Source: an optimization exercise on an open RTL-to-GDS flow (aim: small area and a short achievable clock period). Production flows keep margins and buffers that such runs may drop. Where RTL was checked, it was by simulation tests only, not by an equivalence proof against the original. Power and IR drop assume default switching activity.

==> maple: inputs <==
// ALU_TOP
module ALU_TOP
#(parameter WIDTH = 16)
(
  input wire [WIDTH - 1 : 0]A, B,
  input wire [3 : 0]ALU_FUN,
  input wire CLK, RST,
  output wire [2*WIDTH - 1 : 0]Arith_OUT,
  output wire Carry_OUT,
  output wire Arith_Flag,
  output wire [WIDTH - 1 : 0]Logic_OUT,
  output wire Logic_Flag,
  output wire [1:0]CMP_OUT,
  output wire CMP_Flag,
  output wire [WIDTH - 1 : 0]SHIFT_OUT,
  output wire SHIFT_Flag
);
clock: 110.0 ns
lec_check: 0
abc_area: 1
cap_margin: 20
core_margin: 2
core_utilization: 40
slew_margin: 20
run.sh (not shown) runs the stock make flow with config.mk's settings and CLKGATE_MAP_FILE= SYNTH_SCRIPT=/design/flow/synth_recipe.tcl, a recipe that flattens the netlist after the stock synthesis.
==> quartz: changes against maple <==
- CORE_UTILIZATION: 40 -> 60
- PLACE_DENSITY: unset -> 0.7
==> onyx: changes against maple <==
==> flow/flow/run.sh (new file) <==
#!/bin/bash
# Layout flow: the standard synthesis and layout, with the resizer's setup
# margin raised so that repair_timing shortens the longest (divider) paths even
# though the clock period is met. Constraints (constraint.sdc) are unchanged.
set -uo pipefail
MARGIN=62
bash standard.sh synth > synth.log 2>&1 || exit 1
bash standard.sh SETUP_SLACK_MARGIN=$MARGIN finish > layout.log 2>&1 || exit 1
==> flow/standard.sh (new file) <==
#!/bin/bash
# synth_recipe.tcl (not shown) runs the flow's synth.tcl, then flattens the netlist and writes it again
# the make line also repeats each setting of config.mk as NAME=value (left out here)
make -C /OpenROAD-flow-scripts/flow DESIGN_CONFIG=/design/flow/config.mk WORK_HOME=/design/flow/orfs CLKGATE_MAP_FILE= SYNTH_SCRIPT=/design/flow/synth_recipe.tcl "${@:-finish}"
removed: flow/run.sh
==> results.cfg <==
[cells_and_area]
inverters = 354
buffers = 146
drive_gt1_share_pct = 11.1
nFillCells = 2500

[global_route]
use_met3_pct = 6.95
grt_antenna_before_repair = 0
met1_usage_pct = 55.8

[route]
drt_iter0_markers = 1791

[run_status]
outcome = complete, no violations

[pwr]
clockPowerShare_pct = 7.4
p_comb_share_pct = 84.9

[timing]
layout_min_cycle_time_ns = 56.20
(the above is from quartz)
==> results.cfg <==
[run_status]
outcome = complete, no violations

[route]
drt_iter0_markers = 1833

[cells_and_area]
drive_gt1_share_pct = 29.7
inverters = 357
nFillCells = 3907

[pwr]
clockPowerShare_pct = 7.4

[global_route]
use_met3_pct = 6.75
(the above is from onyx)
==> results.cfg <==
[pwr]
p_comb_share_pct = 82.6
clockPowerShare_pct = 9.1

[run_status]
outcome = complete, no violations

[cells_and_area]
drive_gt1_share_pct = 11.3
inverters = 354
nFillCells = 4202

[route]
drt_iter0_markers = 1418

[global_route]
use_met3_pct = 5.13
(the above is from maple)
No run of this note included a check of the RTL's function; only the layout flow was run.

---

==> inputs of umber <==
Another version of the RTL of ALU_TOP (not shown whole).
Settings: LEC_CHECK=0, ABC_AREA=1, CAP_MARGIN=20, CORE_MARGIN=2, CORE_UTILIZATION=40, SLEW_MARGIN=20; clock period 110.0 ns.
standard.sh (not shown) runs the stock make flow with config.mk's settings and CLKGATE_MAP_FILE= SYNTH_SCRIPT=/design/flow/synth_recipe.tcl, a recipe that flattens the netlist after the stock synthesis.
==> flow/flow/run.sh <==
#!/bin/bash
# Layout flow: the standard synthesis and layout (standard.sh), except that
# the port buffers that global placement inserts use the smallest buffer
# (buf_1) instead of the default pick; every input and output still gets its
# own buffer. Each step's full output goes to a log file in this folder.
set -uo pipefail
bash standard.sh synth > synth.log 2>&1 || exit 1
bash standard.sh "BUFFER_PORTS_ARGS=-buffer_cell sky130_fd_sc_hd__buf_1" finish > layout.log 2>&1 || exit 1
==> amber: changes against umber <==
--- a/flow/design.v
+++ b/flow/design.v
@@ -453,11 +453,11 @@
 assign mx[27] = fc218; assign my[27] = fs219;
 assign mx[28] = fc220; assign my[28] = fs221;
 assign mx[29] = fc222; assign my[29] = hs223;
 assign mx[30] = ~pp7[16]; assign my[30] = hc224;
 assign mx[31] = 1'b1; assign my[31] = 1'b0;
-wire [20:0] mc; assign mc[0] = 1'b0;
+wire [12:0] mc; assign mc[0] = 1'b0;
 wire [31:0] prod;
 assign prod[0] = mx[0] ^ my[0] ^ mc[0];
 assign mc[1] = (mx[0] & my[0]) | (mx[0] & mc[0]) | (my[0] & mc[0]);
 assign prod[1] = mx[1] ^ my[1] ^ mc[1];
 assign mc[2] = (mx[1] & my[1]) | (mx[1] & mc[1]) | (my[1] & mc[1]);
@@ -479,50 +479,50 @@
 assign mc[10] = (mx[9] & my[9]) | (mx[9] & mc[9]) | (my[9] & mc[9]);
 assign prod[10] = mx[10] ^ my[10] ^ mc[10];
 assign mc[11] = (mx[10] & my[10]) | (mx[10] & mc[10]) | (my[10] & mc[10]);
 assign prod[11] = mx[11] ^ my[11] ^ mc[11];
 assign mc[12] = (mx[11] & my[11]) | (mx[11] & mc[11]) | (my[11] & mc[11]);
-assign prod[12] = mx[12] ^ my[12] ^ mc[12];
-assign mc[13] = (mx[12] & my[12]) | (mx[12] & mc[12]) | (my[12] & mc[12]);
-assign prod[13] = mx[13] ^ my[13] ^ mc[13];
-assign mc[14] = (mx[13] & my[13]) | (mx[13] & mc[13]) | (my[13] & mc[13]);
-assign prod[14] = mx[14] ^ my[14] ^ mc[14];
-assign mc[15] = (mx[14] & my[14]) | (mx[14] & mc[14]) | (my[14] & mc[14]);
-assign prod[15] = mx[15] ^ my[15] ^ mc[15];
-assign mc[16] = (mx[15] & my[15]) | (mx[15] & mc[15]) | (my[15] & mc[15]);
-assign prod[16] = mx[16] ^ my[16] ^ mc[16];
-assign mc[17] = (mx[16] & my[16]) | (mx[16] & mc[16]) | (my[16] & mc[16]);
-assign prod[17] = mx[17] ^ my[17] ^ mc[17];
-assign mc[18] = (mx[17] & my[17]) | (mx[17] & mc[17]) | (my[17] & mc[17]);
-assign prod[18] = mx[18] ^ my[18] ^ mc[18];
-assign mc[19] = (mx[18] & my[18]) | (mx[18] & mc[18]) | (my[18] & mc[18]);
-assign prod[19] = mx[19] ^ my[19] ^ mc[19];
-assign mc[20] = (mx[19] & my[19]) | (mx[19] & mc[19]) | (my[19] & mc[19]);
-wire mf_p0 = mx[20] ^ my[20];
-wire mf_g0 = (mx[20] & my[20]) | (mf_p0 & mc[20]);
-wire mf_p1 = mx[21] ^ my[21];
-wire mf_g1 = mx[21] & my[21];
-wire mf_p2 = mx[22] ^ my[22];
-wire mf_g2 = mx[22] & my[22];
-wire mf_p3 = mx[23] ^ my[23];
-wire mf_g3 = mx[23] & my[23];
-wire mf_p4 = mx[24] ^ my[24];
-wire mf_g4 = mx[24] & my[24];
-wire mf_p5 = mx[25] ^ my[25];
-wire mf_g5 = mx[25] & my[25];
-wire mf_p6 = mx[26] ^ my[26];
-wire mf_g6 = mx[26] & my[26];
-wire mf_p7 = mx[27] ^ my[27];
-wire mf_g7 = mx[27] & my[27];
-wire mf_p8 = mx[28] ^ my[28];
-wire mf_g8 = mx[28] & my[28];
-wire mf_p9 = mx[29] ^ my[29];
-wire mf_g9 = mx[29] & my[29];
-wire mf_p10 = mx[30] ^ my[30];
-wire mf_g10 = mx[30] & my[30];
-wire mf_p11 = mx[31] ^ my[31];
-wire mf_g11 = mx[31] & my[31];
+wire mf_p0 = mx[12] ^ my[12];
+wire mf_g0 = (mx[12] & my[12]) | (mf_p0 & mc[12]);
+wire mf_p1 = mx[13] ^ my[13];
+wire mf_g1 = mx[13] & my[13];
+wire mf_p2 = mx[14] ^ my[14];
+wire mf_g2 = mx[14] & my[14];
+wire mf_p3 = mx[15] ^ my[15];
+wire mf_g3 = mx[15] & my[15];
+wire mf_p4 = mx[16] ^ my[16];
+wire mf_g4 = mx[16] & my[16];
+wire mf_p5 = mx[17] ^ my[17];
+wire mf_g5 = mx[17] & my[17];
+wire mf_p6 = mx[18] ^ my[18];
+wire mf_g6 = mx[18] & my[18];
+wire mf_p7 = mx[19] ^ my[19];
+wire mf_g7 = mx[19] & my[19];
+wire mf_p8 = mx[20] ^ my[20];
+wire mf_g8 = mx[20] & my[20];
+wire mf_p9 = mx[21] ^ my[21];
+wire mf_g9 = mx[21] & my[21];
+wire mf_p10 = mx[22] ^ my[22];
+wire mf_g10 = mx[22] & my[22];
+wire mf_p11 = mx[23] ^ my[23];
+wire mf_g11 = mx[23] & my[23];
+wire mf_p12 = mx[24] ^ my[24];
+wire mf_g12 = mx[24] & my[24];
+wire mf_p13 = mx[25] ^ my[25];
+wire mf_g13 = mx[25] & my[25];
+wire mf_p14 = mx[26] ^ my[26];
+wire mf_g14 = mx[26] & my[26];
+wire mf_p15 = mx[27] ^ my[27];
+wire mf_g15 = mx[27] & my[27];
+wire mf_p16 = mx[28] ^ my[28];
+wire mf_g16 = mx[28] & my[28];
+wire mf_p17 = mx[29] ^ my[29];
+wire mf_g17 = mx[29] & my[29];
+wire mf_p18 = mx[30] ^ my[30];
+wire mf_g18 = mx[30] & my[30];
+wire mf_p19 = mx[31] ^ my[31];
+wire mf_g19 = mx[31] & my[31];
 wire mf_G1_1 = mf_g1 | (mf_p1 & mf_g0);
 wire mf_P1_1 = mf_p1 & mf_p0;
 wire mf_G1_3 = mf_g3 | (mf_p3 & mf_g2);
 wire mf_P1_3 = mf_p3 & mf_p2;
 wire mf_G1_5 = mf_g5 | (mf_p5 & mf_g4);
@@ -531,10 +531,18 @@
 wire mf_P1_7 = mf_p7 & mf_p6;
 wire mf_G1_9 = mf_g9 | (mf_p9 & mf_g8);
 wire mf_P1_9 = mf_p9 & mf_p8;
 wire mf_G1_11 = mf_g11 | (mf_p11 & mf_g10);
 wire mf_P1_11 = mf_p11 & mf_p10;
+wire mf_G1_13 = mf_g13 | (mf_p13 & mf_g12);
+wire mf_P1_13 = mf_p13 & mf_p12;
+wire mf_G1_15 = mf_g15 | (mf_p15 & mf_g14);
+wire mf_P1_15 = mf_p15 & mf_p14;
+wire mf_G1_17 = mf_g17 | (mf_p17 & mf_g16);
+wire mf_P1_17 = mf_p17 & mf_p16;
+wire mf_G1_19 = mf_g19 | (mf_p19 & mf_g18);
+wire mf_P1_19 = mf_p19 & mf_p18;
 wire mf_G2_2 = mf_g2 | (mf_p2 & mf_G1_1);
 wire mf_P2_2 = mf_p2 & mf_P1_1;
 wire mf_G2_3 = mf_G1_3 | (mf_P1_3 & mf_G1_1);
 wire mf_P2_3 = mf_P1_3 & mf_P1_1;
 wire mf_G2_6 = mf_g6 | (mf_p6 & mf_G1_5);
@@ -543,27 +551,59 @@
 wire mf_P2_7 = mf_P1_7 & mf_P1_5;
 wire mf_G2_10 = mf_g10 | (mf_p10 & mf_G1_9);
 wire mf_P2_10 = mf_p10 & mf_P1_9;
 wire mf_G2_11 = mf_G1_11 | (mf_P1_11 & mf_G1_9);
 wire mf_P2_11 = mf_P1_11 & mf_P1_9;
+wire mf_G2_14 = mf_g14 | (mf_p14 & mf_G1_13);
+wire mf_P2_14 = mf_p14 & mf_P1_13;
+wire mf_G2_15 = mf_G1_15 | (mf_P1_15 & mf_G1_13);
+wire mf_P2_15 = mf_P1_15 & mf_P1_13;
+wire mf_G2_18 = mf_g18 | (mf_p18 & mf_G1_17);
+wire mf_P2_18 = mf_p18 & mf_P1_17;
+wire mf_G2_19 = mf_G1_19 | (mf_P1_19 & mf_G1_17);
+wire mf_P2_19 = mf_P1_19 & mf_P1_17;
 wire mf_G3_4 = mf_g4 | (mf_p4 & mf_G2_3);
 wire mf_P3_4 = mf_p4 & mf_P2_3;
 wire mf_G3_5 = mf_G1_5 | (mf_P1_5 & mf_G2_3);
 wire mf_P3_5 = mf_P1_5 & mf_P2_3;
 wire mf_G3_6 = mf_G2_6 | (mf_P2_6 & mf_G2_3);
 wire mf_P3_6 = mf_P2_6 & mf_P2_3;
 wire mf_G3_7 = mf_G2_7 | (mf_P2_7 & mf_G2_3);
 wire mf_P3_7 = mf_P2_7 & mf_P2_3;
+wire mf_G3_12 = mf_g12 | (mf_p12 & mf_G2_11);
+wire mf_P3_12 = mf_p12 & mf_P2_11;
+wire mf_G3_13 = mf_G1_13 | (mf_P1_13 & mf_G2_11);
+wire mf_P3_13 = mf_P1_13 & mf_P2_11;
+wire mf_G3_14 = mf_G2_14 | (mf_P2_14 & mf_G2_11);
+wire mf_P3_14 = mf_P2_14 & mf_P2_11;
+wire mf_G3_15 = mf_G2_15 | (mf_P2_15 & mf_G2_11);
+wire mf_P3_15 = mf_P2_15 & mf_P2_11;
 wire mf_G4_8 = mf_g8 | (mf_p8 & mf_G3_7);
 wire mf_P4_8 = mf_p8 & mf_P3_7;
 wire mf_G4_9 = mf_G1_9 | (mf_P1_9 & mf_G3_7);
 wire mf_P4_9 = mf_P1_9 & mf_P3_7;
 wire mf_G4_10 = mf_G2_10 | (mf_P2_10 & mf_G3_7);
 wire mf_P4_10 = mf_P2_10 & mf_P3_7;
 wire mf_G4_11 = mf_G2_11 | (mf_P2_11 & mf_G3_7);
 wire mf_P4_11 = mf_P2_11 & mf_P3_7;
-wire mf_s0 = mf_p0 ^ mc[20];
+wire mf_G4_12 = mf_G3_12 | (mf_P3_12 & mf_G3_7);
+wire mf_P4_12 = mf_P3_12 & mf_P3_7;
+wire mf_G4_13 = mf_G3_13 | (mf_P3_13 & mf_G3_7);
+wire mf_P4_13 = mf_P3_13 & mf_P3_7;
+wire mf_G4_14 = mf_G3_14 | (mf_P3_14 & mf_G3_7);
+wire mf_P4_14 = mf_P3_14 & mf_P3_7;
+wire mf_G4_15 = mf_G3_15 | (mf_P3_15 & mf_G3_7);
+wire mf_P4_15 = mf_P3_15 & mf_P3_7;
+wire mf_G5_16 = mf_g16 | (mf_p16 & mf_G4_15);
+wire mf_P5_16 = mf_p16 & mf_P4_15;
+wire mf_G5_17 = mf_G1_17 | (mf_P1_17 & mf_G4_15);
+wire mf_P5_17 = mf_P1_17 & mf_P4_15;
+wire mf_G5_18 = mf_G2_18 | (mf_P2_18 & mf_G4_15);
+wire mf_P5_18 = mf_P2_18 & mf_P4_15;
+wire mf_G5_19 = mf_G2_19 | (mf_P2_19 & mf_G4_15);
+wire mf_P5_19 = mf_P2_19 & mf_P4_15;
+wire mf_s0 = mf_p0 ^ mc[12];
 wire mf_s1 = mf_p1 ^ mf_g0;
 wire mf_s2 = mf_p2 ^ mf_G1_1;
 wire mf_s3 = mf_p3 ^ mf_G2_2;
 wire mf_s4 = mf_p4 ^ mf_G2_3;
 wire mf_s5 = mf_p5 ^ mf_G3_4;
@@ -571,11 +611,19 @@
 wire mf_s7 = mf_p7 ^ mf_G3_6;
 wire mf_s8 = mf_p8 ^ mf_G3_7;
 wire mf_s9 = mf_p9 ^ mf_G4_8;
 wire mf_s10 = mf_p10 ^ mf_G4_9;
 wire mf_s11 = mf_p11 ^ mf_G4_10;
-assign prod[31:20] = {mf_s11, mf_s10, mf_s9, mf_s8, mf_s7, mf_s6, mf_s5, mf_s4, mf_s3, mf_s2, mf_s1, mf_s0};
+wire mf_s12 = mf_p12 ^ mf_G4_11;
+wire mf_s13 = mf_p13 ^ mf_G4_12;
+wire mf_s14 = mf_p14 ^ mf_G4_13;
+wire mf_s15 = mf_p15 ^ mf_G4_14;
+wire mf_s16 = mf_p16 ^ mf_G4_15;
+wire mf_s17 = mf_p17 ^ mf_G5_16;
+wire mf_s18 = mf_p18 ^ mf_G5_17;
+wire mf_s19 = mf_p19 ^ mf_G5_18;
+assign prod[31:12] = {mf_s19, mf_s18, mf_s17, mf_s16, mf_s15, mf_s14, mf_s13, mf_s12, mf_s11, mf_s10, mf_s9, mf_s8, mf_s7, mf_s6, mf_s5, mf_s4, mf_s3, mf_s2, mf_s1, mf_s0};
 wire sa = A[15];
 wire sb = B[15];
 wire aor1_1 = A[1] | A[0];
 wire aor1_3 = A[3] | A[2];
 wire aor1_5 = A[5] | A[4];
==> flow/run.sh (new file) <==
#!/bin/bash
# synth_recipe.tcl (not shown) runs the flow's synth.tcl, then flattens the netlist and writes it again
# the make line also repeats each setting of config.mk as NAME=value (left out here)
make -C /OpenROAD-flow-scripts/flow DESIGN_CONFIG=/design/flow/config.mk WORK_HOME=/design/flow/orfs CLKGATE_MAP_FILE= SYNTH_SCRIPT=/design/flow/synth_recipe.tcl finish
removed: flow/flow/run.sh
removed: flow/standard.sh
==> summary of the runs <==
- Sequential cell count is the same in amber and umber.
- Power: amber is larger than umber (about 5%).
- First-iteration DRC count: amber is lower than umber (about 18%).
- Of amber and umber, umber has the higher routed wire length (gap 2.7%, measured against umber).
- Between umber and amber, the lower utilization is in umber (gap 2.5 points).
- Non-clock buffer count is the same in umber and amber.
==> figures <==
Number of tapcells: amber 672; umber 696
Area post-placement: amber 22000 um^2; umber 22200 um^2
Vertical die dimension: amber 230 um; umber 236 um
Outcome: amber no timing/DRC/antenna violations; umber no timing/DRC/antenna violations
Horiz. Die Dim: amber 230 um; umber 236 um
Switching component of the power: amber 0.215 mW; umber 0.220 mW
Post-synthesis cell type count: amber 64; umber 68
Placed insts: amber 4086; umber 4125
HPWL after DPL: amber 63200 um; umber 65600 um
Wire length of the first global-routing pass: amber 128000 um; umber 130000 um
Internal power consumption: amber 0.182 mW; umber 0.157 mW
Seq/Total Area, Yosys: amber 8.60%; umber 8.13%
Cell area after synthesis: amber 20400 um^2; umber 21500 um^2
Function not checked in umber: the RTL went through the layout flow alone.

==> port drivers added, routing unchanged <==
No port has a modelled driver above. Below, the same layouts with a new extraction and two added sets of constraints. Step 1, drivers: a clkbuf_16 drives CLK and a buf_2 each remaining input, both assumed. Step 2, shift: input delay + t, output delay - t, t = (earliest + latest rising clock arrival at the registers) / 2. This alone moves slack from input paths to output paths. Slacks: ideal / step 1 / step 2; pairs: ideal / step 1.
run	t (ns)	slack for setup (ns)	hold WS [ns]	clock arrival spread, ns	worst register clock-pin slew, ns
maple	0.411	53.787 / 53.791 / 53.380	21.790 / 21.773 / 22.184	0.015 / 0.016	0.07 / 0.07
quartz	0.371	53.795 / 53.779 / 53.408	21.862 / 21.847 / 22.218	0.011 / 0.010	0.06 / 0.06
onyx	0.413	61.697 / 61.692 / 61.278	21.802 / 21.776 / 22.189	0.015 / 0.015	0.07 / 0.07
umber	0.377	73.095 / 73.112 / 72.735	21.852 / 21.839 / 22.216	0.011 / 0.012	0.07 / 0.07
amber	0.415	73.252 / 73.272 / 72.856	21.472 / 21.450 / 21.865	0.006 / 0.005	0.06 / 0.06
After both steps setup and hold are still met in every run listed. For onyx, which loses most, drivers alone change the setup slack by -0.005 ns; drivers and shift together by -0.419 ns.
